What follows belongs to an exercise in optimizing a design on an open flow for small area; a production flow would make more cautious choices.
At most, simulation tests tie the RTL to the original design; equivalence was not proved.
No driver is modelled on the clock port, so clock power and skew are understated where the tree is cut down; a real chip needs a root buffer or a tree.
Power is estimated from default activity; no workload was simulated.

==> flow/design.v <==
module axis_sm(
    input clk,
    input rstn,
    input start_en,
    input [31:0] phase_start_value,
    input [31:0] phase_stop_value,
    input [31:0] phase_step_value,
    output reg s_axis_phase_tvalid,
    input s_axis_phase_tready,
    output [63:0] s_axis_phase_tdata,
    output m_axis_phase_tready,
    output m_axis_data_tready,
    output [4:0] state_reg
    );
    localparam LO = 18;
    localparam CN = 7;
    reg        st0, st1, st2;
    wire [2:0] st = {st2, st1, st0};
    reg  [2:0] st_nx;
    reg [31:0] td;
    reg [31:0] fp;
    reg        rdy;
    reg        cmp;
    reg        cy;
    assign s_axis_phase_tdata = {32'h0, td};
    assign state_reg = {2'b00, st};
    assign m_axis_phase_tready = rdy;
    assign m_axis_data_tready = rdy;
    wire s0 = (st == 3'd0);
    wire s1 = (st == 3'd1);
    wire s2 = (st == 3'd2);
    wire s3 = (st == 3'd3);
    wire s5 = (st == 3'd5);
    wire s6 = (st == 3'd6);
    wire s7 = (st == 3'd7);
    wire ld   = s0 | (s6 & cmp);     
    wire s6n  = s6 & ~cmp;           
    wire h_lon = ld | s7;            
    wire hhin = ld | s7 | s6;        
    wire s7n  = ~s7;
    wire hcnn = ~(s1 | s2 | s6n);    
    wire s5n  = ~s5;
    wire s3rn = ~(s3 & rstn);
    wire hr   = ~s3 & rstn;
    wire [LO:0] clo;
    wire [LO-1:0] sum_lo;
    hadd u_ha0 (.a(td[0]), .b(phase_step_value[0]), .s(sum_lo[0]), .co(clo[1]));
    wire [32-LO:0] chi;
    wire [31-LO:0] sum_hi;
    assign chi[0] = cy;
    wire [31:0] an = {fp[31:CN], ~td[CN-1:0]};
    wire [32:0] lt;
    assign lt[0] = 1'b0;
    wire done = (fp[3:0] == 4'b1111) && !fp[6];
    wire [CN-1:0] cnt_nx = {fp[5:0], fp[6] ^ fp[3]};
    wire [31:0] fp_d, td_d;
    genvar i;
    generate
        for (i = 1; i < LO; i = i + 1) begin : g_lo
            fadd u_fa (.a(td[i]), .b(phase_step_value[i]), .ci(clo[i]), .s(sum_lo[i]), .co(clo[i+1]));
        end
        for (i = 0; i < 32 - LO; i = i + 1) begin : g_hi
            fadd u_fa (.a(td[LO+i]), .b(fp[LO+i]), .ci(chi[i]), .s(sum_hi[i]), .co(chi[i+1]));
        end
        for (i = 0; i < 32; i = i + 1) begin : g_lt
            assign lt[i+1] = (an[i] & phase_stop_value[i]) | (lt[i] & (an[i] | phase_stop_value[i]));
        end
        for (i = 0; i < 32; i = i + 1) begin : g_td
            sel_td u_td (.sn(s3rn), .vn(fp[i]), .h(hr), .q(td[i]), .d(td_d[i]));
        end
        for (i = 0; i < CN; i = i + 1) begin : g_cn
            sel_x u_fp (.p1(ld), .a(phase_start_value[i]), .p2(s7), .b(sum_lo[i]),
                        .q(fp[i]), .hn(hcnn), .c(cnt_nx[i]), .cn(s5n), .d(fp_d[i]));
        end
        for (i = CN; i < LO; i = i + 1) begin : g_flo
            sel_lo u_fp (.p1(ld), .a(phase_start_value[i]), .p2(s7), .b(sum_lo[i]),
                         .hn(h_lon), .q(fp[i]), .d(fp_d[i]));
        end
        for (i = LO; i < 32; i = i + 1) begin : g_fhi
            sel_x u_fp (.p1(ld), .a(phase_start_value[i]), .p2(s6n), .b(sum_hi[i-LO]),
                        .q(fp[i]), .hn(hhin), .c(phase_step_value[i]), .cn(s7n), .d(fp_d[i]));
        end
    endgenerate
    always @(*) begin
        case (st)
            3'd0: st_nx = start_en ? 3'd1 : 3'd0;
            3'd1: st_nx = 3'd2;
            3'd2: st_nx = 3'd3;
            3'd3: st_nx = 3'd4;
            3'd4: st_nx = s_axis_phase_tready ? 3'd5 : 3'd4;
            3'd5: st_nx = done ? 3'd7 : 3'd5;
            3'd7: st_nx = 3'd6;
            default: st_nx = (cmp && !start_en) ? 3'd0 : 3'd1;
        endcase
    end
    always @(posedge clk) begin
        cmp <= ~lt[32];
        cy  <= clo[LO];
        fp  <= fp_d;
        td  <= td_d;
        if (s0) s_axis_phase_tvalid <= 1'b0;
        else if (s2) s_axis_phase_tvalid <= 1'b1;
        if (!rstn) begin
            st0 <= 1'b0;
            st1 <= 1'b0;
            st2 <= 1'b0;
            rdy <= 1'b0;
        end else begin
            if (s1) rdy <= 1'b1;
            st0 <= st_nx[0];
            st1 <= st_nx[1];
            st2 <= st_nx[2];
        end
    end
endmodule
module sel_lo (input p1, input a, input p2, input b, input hn, input q, output d);
    assign d = ~((p1 & a) | (p2 & b) | ~(hn | q));
endmodule
module sel_x (input p1, input a, input p2, input b, input q, input hn, input c, input cn, output d);
    assign d = ~((p1 & a) | (p2 & b) | ~((q | hn) & (c | cn)));
endmodule
module sel_td (input sn, input vn, input h, input q, output d);
    assign d = ~((~h | ~q) & (sn | vn));
endmodule
module fadd (
    input a,
    input b,
    input ci,
    output s,
    output co
    );
    assign s = a ^ b ^ ci;
    assign co = (a & b) | (ci & (a ^ b));
endmodule
module hadd (
    input a,
    input b,
    output s,
    output co
    );
    assign s = a ^ b;
    assign co = a & b;
endmodule
==> flow/config.mk <==
export PLATFORM = sky130hd
export DESIGN_NAME = axis_sm
export DESIGN_NICKNAME = axis_sm
export VERILOG_FILES = /design/flow/design.v
export SDC_FILE = /design/flow/constraint.sdc
export NUM_CORES = 4
export LEC_CHECK = 0
export CAP_MARGIN = 20
export CORE_MARGIN = 2
export CORE_UTILIZATION = 65
export PLACE_DENSITY = 0.85
export SLEW_MARGIN = 20
export SYNTH_HIERARCHICAL = 1
==> flow/constraint.sdc <==
create_clock -name core_clock -period 10.0 [get_ports {clk}]
set_input_delay 2.0000 -clock core_clock [delete_from_list [all_inputs] [get_ports {clk}]]
set_output_delay 2.0000 -clock core_clock [all_outputs]
set_load 0.01 [all_outputs]
standard.sh (not shown) runs the stock make flow with config.mk's settings and CLKGATE_MAP_FILE= SYNTH_SCRIPT=/design/flow/synth_recipe.tcl, a recipe that flattens the netlist after the stock synthesis.
==> flow/flow/run.sh <==
#!/bin/bash
# ORFS layout through the standard.sh, with these changes:
# - synthesis maps with an area-oriented ABC script (flow/synth.tcl);
# - ports are buffered with the smallest buffer;
# - the constant outputs share the tie cell that synthesis made;
# - after CTS the clock tree is replaced by one level of four buffers
#   (flow/post_cts.tcl).
bash standard.sh "SYNTH_SCRIPT=$PWD/flow/synth.tcl" \
  "BUFFER_PORTS_ARGS=-buffer_cell sky130_fd_sc_hd__buf_1" SKIP_REPAIR_TIE_FANOUT=1 \
  "CTS_ARGS=-sink_clustering_enable -repair_clock_nets -dont_use_dummy_load" \
  "POST_CTS_TCL=$PWD/flow/post_cts.tcl" \
  finish > standard.log 2>&1
Other scripts of this flow, unchanged in this note and not shown: flow/flow/abc_area.script, flow/flow/post_cts.tcl, flow/flow/synth.tcl
==> next run, changes <==
--- a/flow/design.v
+++ b/flow/design.v
@@ -3,38 +3,39 @@
     input rstn,
     input start_en,
     input [31:0] phase_start_value,
     input [31:0] phase_stop_value,
     input [31:0] phase_step_value,
-    output reg s_axis_phase_tvalid,
+    output s_axis_phase_tvalid,
     input s_axis_phase_tready,
     output [63:0] s_axis_phase_tdata,
     output m_axis_phase_tready,
     output m_axis_data_tready,
     output [4:0] state_reg
     );
-    localparam LO = 18;
+    localparam LO = 17;
     localparam CN = 7;
     reg        st0, st1, st2;
     wire [2:0] st = {st2, st1, st0};
     reg  [2:0] st_nx;
     reg [31:0] td;
     reg [31:0] fp;
-    reg        rdy;
     reg        cmp;
     reg        cy;
     assign s_axis_phase_tdata = {32'h0, td};
     assign state_reg = {2'b00, st};
-    assign m_axis_phase_tready = rdy;
-    assign m_axis_data_tready = rdy;
     wire s0 = (st == 3'd0);
     wire s1 = (st == 3'd1);
     wire s2 = (st == 3'd2);
     wire s3 = (st == 3'd3);
     wire s5 = (st == 3'd5);
     wire s6 = (st == 3'd6);
     wire s7 = (st == 3'd7);
+    assign s_axis_phase_tvalid = st2 | (st1 & st0) | cy;
+    wire rdy = st2 | st1 | cmp;
+    assign m_axis_phase_tready = rdy;
+    assign m_axis_data_tready = rdy;
     wire ld   = s0 | (s6 & cmp);     
     wire s6n  = s6 & ~cmp;           
     wire h_lon = ld | s7;            
     wire hhin = ld | s7 | s6;        
     wire s7n  = ~s7;
@@ -92,23 +93,19 @@
             3'd7: st_nx = 3'd6;
             default: st_nx = (cmp && !start_en) ? 3'd0 : 3'd1;
         endcase
     end
     always @(posedge clk) begin
-        cmp <= ~lt[32];
-        cy  <= clo[LO];
+        cmp <= rstn & (s7 ? ~lt[32] : (s1 | s6 | cmp));
+        cy  <= s7 ? clo[LO] : (s6 | (cy & ~s0));
         fp  <= fp_d;
         td  <= td_d;
-        if (s0) s_axis_phase_tvalid <= 1'b0;
-        else if (s2) s_axis_phase_tvalid <= 1'b1;
         if (!rstn) begin
             st0 <= 1'b0;
             st1 <= 1'b0;
             st2 <= 1'b0;
-            rdy <= 1'b0;
         end else begin
-            if (s1) rdy <= 1'b1;
             st0 <= st_nx[0];
             st1 <= st_nx[1];
             st2 <= st_nx[2];
         end
     end
The changed run finished with timing, DRC and antenna clean.
Via count hardly moves.
Setup slack improved by 0.41 ns.
Synthesized cell count came out higher by a few percent.
Hold slack is better by 0.0041 ns.
Clock skew hardly moves.
Routed wire length barely changes.
Power stays flat.
Cell area rose slightly.
Synthesized area rises slightly.
First-iteration DRC count goes down by a quarter to a third.
Critical path depth goes down by 1.
Core utilization came out lower by 0.16 points.
Only the layout flow was run in the second run of this note; the RTL was not checked for function there. No run of this note takes its clock network from TritonCTS; it comes from the design's own scripts or RTL.

axis_sm, a different RTL version from the one above (not shown whole).
Size: roughly 370 cells after synthesis, roughly 71 flip-flops, ~170 I/O pins, ~0.0036 mm^2 of cells after synthesis.
==> module axis_sm, before the edit <==
module axis_sm(
    input clk,
    input rstn,
    input start_en,
    input [31:0] phase_start_value,
    input [31:0] phase_stop_value,
    input [31:0] phase_step_value,
    output reg s_axis_phase_tvalid,
    input s_axis_phase_tready,
    output [63:0] s_axis_phase_tdata,
    output m_axis_phase_tready,
    output m_axis_data_tready,
    output [4:0] state_reg
    );
    localparam LO = 18;
    localparam CN = 7;
    reg        st0, st1, st2;
    wire [2:0] st = {st2, st1, st0};
    reg  [2:0] st_nx;
    reg [31:0] td;
    reg [31:0] fp;
    reg        rdy;
    reg        cmp;
    reg        cy;
    assign s_axis_phase_tdata = {32'h0, td};
    assign state_reg = {2'b00, st};
    assign m_axis_phase_tready = rdy;
    assign m_axis_data_tready = rdy;
    wire s0 = (st == 3'd0);
    wire s1 = (st == 3'd1);
    wire s2 = (st == 3'd2);
    wire s3 = (st == 3'd3);
    wire s5 = (st == 3'd5);
    wire s6 = (st == 3'd6);
    wire s7 = (st == 3'd7);
    wire ld   = s0 | (s6 & cmp);     
    wire s6n  = s6 & ~cmp;           
    wire h_lo = ~(ld | s7);          
    wire hhin = ld | s7 | s6;        
    wire s7n  = ~s7;
    wire hcnn = ~(s1 | s2 | s6n);    
    wire s5n  = ~s5;
    wire s3rn = ~(s3 & rstn);
    wire hr   = ~s3 & rstn;
    wire [LO:0] clo;
    wire [LO-1:0] sum_lo;
    hadd u_ha0 (.a(td[0]), .b(phase_step_value[0]), .s(sum_lo[0]), .co(clo[1]));
    wire [32-LO:0] chi;
    wire [31-LO:0] sum_hi;
    assign chi[0] = cy;
    wire [31:0] an = {fp[31:CN], ~td[CN-1:0]};
    wire [32:0] lt;
    assign lt[0] = 1'b0;
    wire done = (fp[3:0] == 4'b1111) && !fp[6];
    wire [CN-1:0] cnt_nx = {fp[5:0], fp[6] ^ fp[3]};
    wire [31:0] fp_d, td_d;
    genvar i;
    generate
        for (i = 1; i < LO; i = i + 1) begin : g_lo
            fadd u_fa (.a(td[i]), .b(phase_step_value[i]), .ci(clo[i]), .s(sum_lo[i]), .co(clo[i+1]));
        end
        for (i = 0; i < 32 - LO; i = i + 1) begin : g_hi
            fadd u_fa (.a(td[LO+i]), .b(fp[LO+i]), .ci(chi[i]), .s(sum_hi[i]), .co(chi[i+1]));
        end
        for (i = 0; i < 32; i = i + 1) begin : g_lt
            assign lt[i+1] = (an[i] & phase_stop_value[i]) | (lt[i] & (an[i] | phase_stop_value[i]));
        end
        for (i = 0; i < 32; i = i + 1) begin : g_td
            sel_td u_td (.sn(s3rn), .vn(fp[i]), .h(hr), .q(td[i]), .d(td_d[i]));
        end
        for (i = 0; i < CN; i = i + 1) begin : g_cn
            assign fp_d[i] = ~((ld & phase_start_value[i]) | (s7 & sum_lo[i])) & (fp[i] | hcnn) & (cnt_nx[i] | s5n);
        end
        for (i = CN; i < LO; i = i + 1) begin : g_flo
            assign fp_d[i] = ~((ld & phase_start_value[i]) | (s7 & sum_lo[i]) | (h_lo & ~fp[i]));
        end
        for (i = LO; i < 32; i = i + 1) begin : g_fhi
            assign fp_d[i] = ~((ld & phase_start_value[i]) | (s6n & sum_hi[i-LO])) & (fp[i] | hhin) & (phase_step_value[i] | s7n);
        end
    endgenerate
    always @(*) begin
        case (st)
            3'd0: st_nx = start_en ? 3'd1 : 3'd0;
            3'd1: st_nx = 3'd2;
            3'd2: st_nx = 3'd3;
            3'd3: st_nx = 3'd4;
            3'd4: st_nx = s_axis_phase_tready ? 3'd5 : 3'd4;
            3'd5: st_nx = done ? 3'd7 : 3'd5;
            3'd7: st_nx = 3'd6;
            default: st_nx = (cmp && !start_en) ? 3'd0 : 3'd1;
        endcase
    end
    always @(posedge clk) begin
        cmp <= ~lt[32];
        cy  <= clo[LO];
        fp  <= fp_d;
        td  <= td_d;
        if (s0) s_axis_phase_tvalid <= 1'b0;
        else if (s2) s_axis_phase_tvalid <= 1'b1;
        if (!rstn) begin
            st0 <= 1'b0;
            st1 <= 1'b0;
            st2 <= 1'b0;
            rdy <= 1'b0;
        end else begin
            if (s1) rdy <= 1'b1;
            st0 <= st_nx[0];
            st1 <= st_nx[1];
            st2 <= st_nx[2];
        end
    end
endmodule
==> flow/config.mk <==
export PLATFORM = sky130hd
export DESIGN_NAME = axis_sm
export DESIGN_NICKNAME = axis_sm
export VERILOG_FILES = /design/flow/design.v
export SDC_FILE = /design/flow/constraint.sdc
export NUM_CORES = 4
export LEC_CHECK = 0
export CAP_MARGIN = 20
export CORE_MARGIN = 2
export CORE_UTILIZATION = 65
export PLACE_DENSITY = 0.85
export SLEW_MARGIN = 20
export SYNTH_HIERARCHICAL = 1
==> flow/constraint.sdc <==
create_clock -name core_clock -period 10.0 [get_ports {clk}]
set_input_delay 2.0000 -clock core_clock [delete_from_list [all_inputs] [get_ports {clk}]]
set_output_delay 2.0000 -clock core_clock [all_outputs]
set_load 0.01 [all_outputs]
Scripts as last shown in full above: flow/flow/run.sh
Other scripts of this flow, unchanged in this note and not shown: flow/flow/abc_area.script, flow/flow/post_cts.tcl, flow/flow/synth.tcl
Edit:
--- a/flow/design.v
+++ b/flow/design.v
@@ -5,7 +5,7 @@
     input [31:0] phase_start_value,
     input [31:0] phase_stop_value,
     input [31:0] phase_step_value,
-    output reg s_axis_phase_tvalid,
+    output s_axis_phase_tvalid,
     input s_axis_phase_tready,
     output [63:0] s_axis_phase_tdata,
     output m_axis_phase_tready,
@@ -19,13 +19,10 @@
     reg  [2:0] st_nx;
     reg [31:0] td;
     reg [31:0] fp;
-    reg        rdy;
     reg        cmp;
     reg        cy;
     assign s_axis_phase_tdata = {32'h0, td};
     assign state_reg = {2'b00, st};
-    assign m_axis_phase_tready = rdy;
-    assign m_axis_data_tready = rdy;
     wire s0 = (st == 3'd0);
     wire s1 = (st == 3'd1);
     wire s2 = (st == 3'd2);
@@ -33,9 +30,13 @@
     wire s5 = (st == 3'd5);
     wire s6 = (st == 3'd6);
     wire s7 = (st == 3'd7);
+    assign s_axis_phase_tvalid = st2 | (st1 & st0) | cy;
+    wire rdy = st2 | st1 | cmp;
+    assign m_axis_phase_tready = rdy;
+    assign m_axis_data_tready = rdy;
     wire ld   = s0 | (s6 & cmp);     
     wire s6n  = s6 & ~cmp;           
-    wire h_lo = ~(ld | s7);          
+    wire h_lon = ld | s7;            
     wire hhin = ld | s7 | s6;        
     wire s7n  = ~s7;
     wire hcnn = ~(s1 | s2 | s6n);    
@@ -69,13 +70,16 @@
             sel_td u_td (.sn(s3rn), .vn(fp[i]), .h(hr), .q(td[i]), .d(td_d[i]));
         end
         for (i = 0; i < CN; i = i + 1) begin : g_cn
-            assign fp_d[i] = ~((ld & phase_start_value[i]) | (s7 & sum_lo[i])) & (fp[i] | hcnn) & (cnt_nx[i] | s5n);
+            sel_x u_fp (.p1(ld), .a(phase_start_value[i]), .p2(s7), .b(sum_lo[i]),
+                        .q(fp[i]), .hn(hcnn), .c(cnt_nx[i]), .cn(s5n), .d(fp_d[i]));
         end
         for (i = CN; i < LO; i = i + 1) begin : g_flo
-            assign fp_d[i] = ~((ld & phase_start_value[i]) | (s7 & sum_lo[i]) | (h_lo & ~fp[i]));
+            sel_lo u_fp (.p1(ld), .a(phase_start_value[i]), .p2(s7), .b(sum_lo[i]),
+                         .hn(h_lon), .q(fp[i]), .d(fp_d[i]));
         end
         for (i = LO; i < 32; i = i + 1) begin : g_fhi
-            assign fp_d[i] = ~((ld & phase_start_value[i]) | (s6n & sum_hi[i-LO])) & (fp[i] | hhin) & (phase_step_value[i] | s7n);
+            sel_x u_fp (.p1(ld), .a(phase_start_value[i]), .p2(s6n), .b(sum_hi[i-LO]),
+                        .q(fp[i]), .hn(hhin), .c(phase_step_value[i]), .cn(s7n), .d(fp_d[i]));
         end
     endgenerate
     always @(*) begin
@@ -91,24 +95,26 @@
         endcase
     end
     always @(posedge clk) begin
-        cmp <= ~lt[32];
-        cy  <= clo[LO];
+        cmp <= rstn & (s7 ? ~lt[32] : (s1 | s6 | cmp));
+        cy  <= s7 ? clo[LO] : (s6 | (cy & ~s0));
         fp  <= fp_d;
         td  <= td_d;
-        if (s0) s_axis_phase_tvalid <= 1'b0;
-        else if (s2) s_axis_phase_tvalid <= 1'b1;
         if (!rstn) begin
             st0 <= 1'b0;
             st1 <= 1'b0;
             st2 <= 1'b0;
-            rdy <= 1'b0;
         end else begin
-            if (s1) rdy <= 1'b1;
             st0 <= st_nx[0];
             st1 <= st_nx[1];
             st2 <= st_nx[2];
         end
     end
+endmodule
+module sel_lo (input p1, input a, input p2, input b, input hn, input q, output d);
+    assign d = ~((p1 & a) | (p2 & b) | ~(hn | q));
+endmodule
+module sel_x (input p1, input a, input p2, input b, input q, input hn, input c, input cn, output d);
+    assign d = ~((p1 & a) | (p2 & b) | ~((q | hn) & (c | cn)));
 endmodule
 module sel_td (input sn, input vn, input h, input q, output d);
     assign d = ~((~h | ~q) & (sn | vn));
Outcome: Sequential power drops by about 2%. Worst hold slack gets better by 0.050 ns. Total power shrinks by 1.3%. Routed wire length fell by 3.8%. Setup slack improved by 0.10 ns. Fmax rose by 1.1%. Design area came out lower by 0.31%. Via count is higher by 0.45%. Die area is about the same.
No run of this note takes its clock network from TritonCTS; it comes from the design's own scripts or RTL.

[what the ideal ports hide]
How much do the figures lean on ideal ports? The routed layouts below were timed once more, with nothing changed but the port constraints.
Step 1, drivers: a clkbuf_16 drives clk and a buf_2 each remaining input, both assumed.
Step 2, shift: input delay + t, output delay - t, t = (earliest + latest rising clock arrival at the registers) / 2. This alone moves slack from input paths to output paths.
Slacks: ideal ports / drivers / drivers and shift; pairs: ideal ports / drivers.
run	shift t [ns]	setup slack, ns	latest minus earliest clock arrival (ns)
the first run of note 1	0.223	0.816 / 0.856 / 0.634	0.009 / 0.009
the second run of note 1	0.216	1.230 / 1.267 / 1.051	0.011 / 0.011
the first run of note 2	0.220	0.691 / 0.723 / 0.504	0.007 / 0.007
the second run of note 2	0.216	0.793 / 0.829 / 0.613	0.009 / 0.009
After both steps every run listed still meets setup and hold. The setup slack of the first run of note 2, which loses most, moves by +0.032 ns with the drivers and by -0.187 ns with both steps.
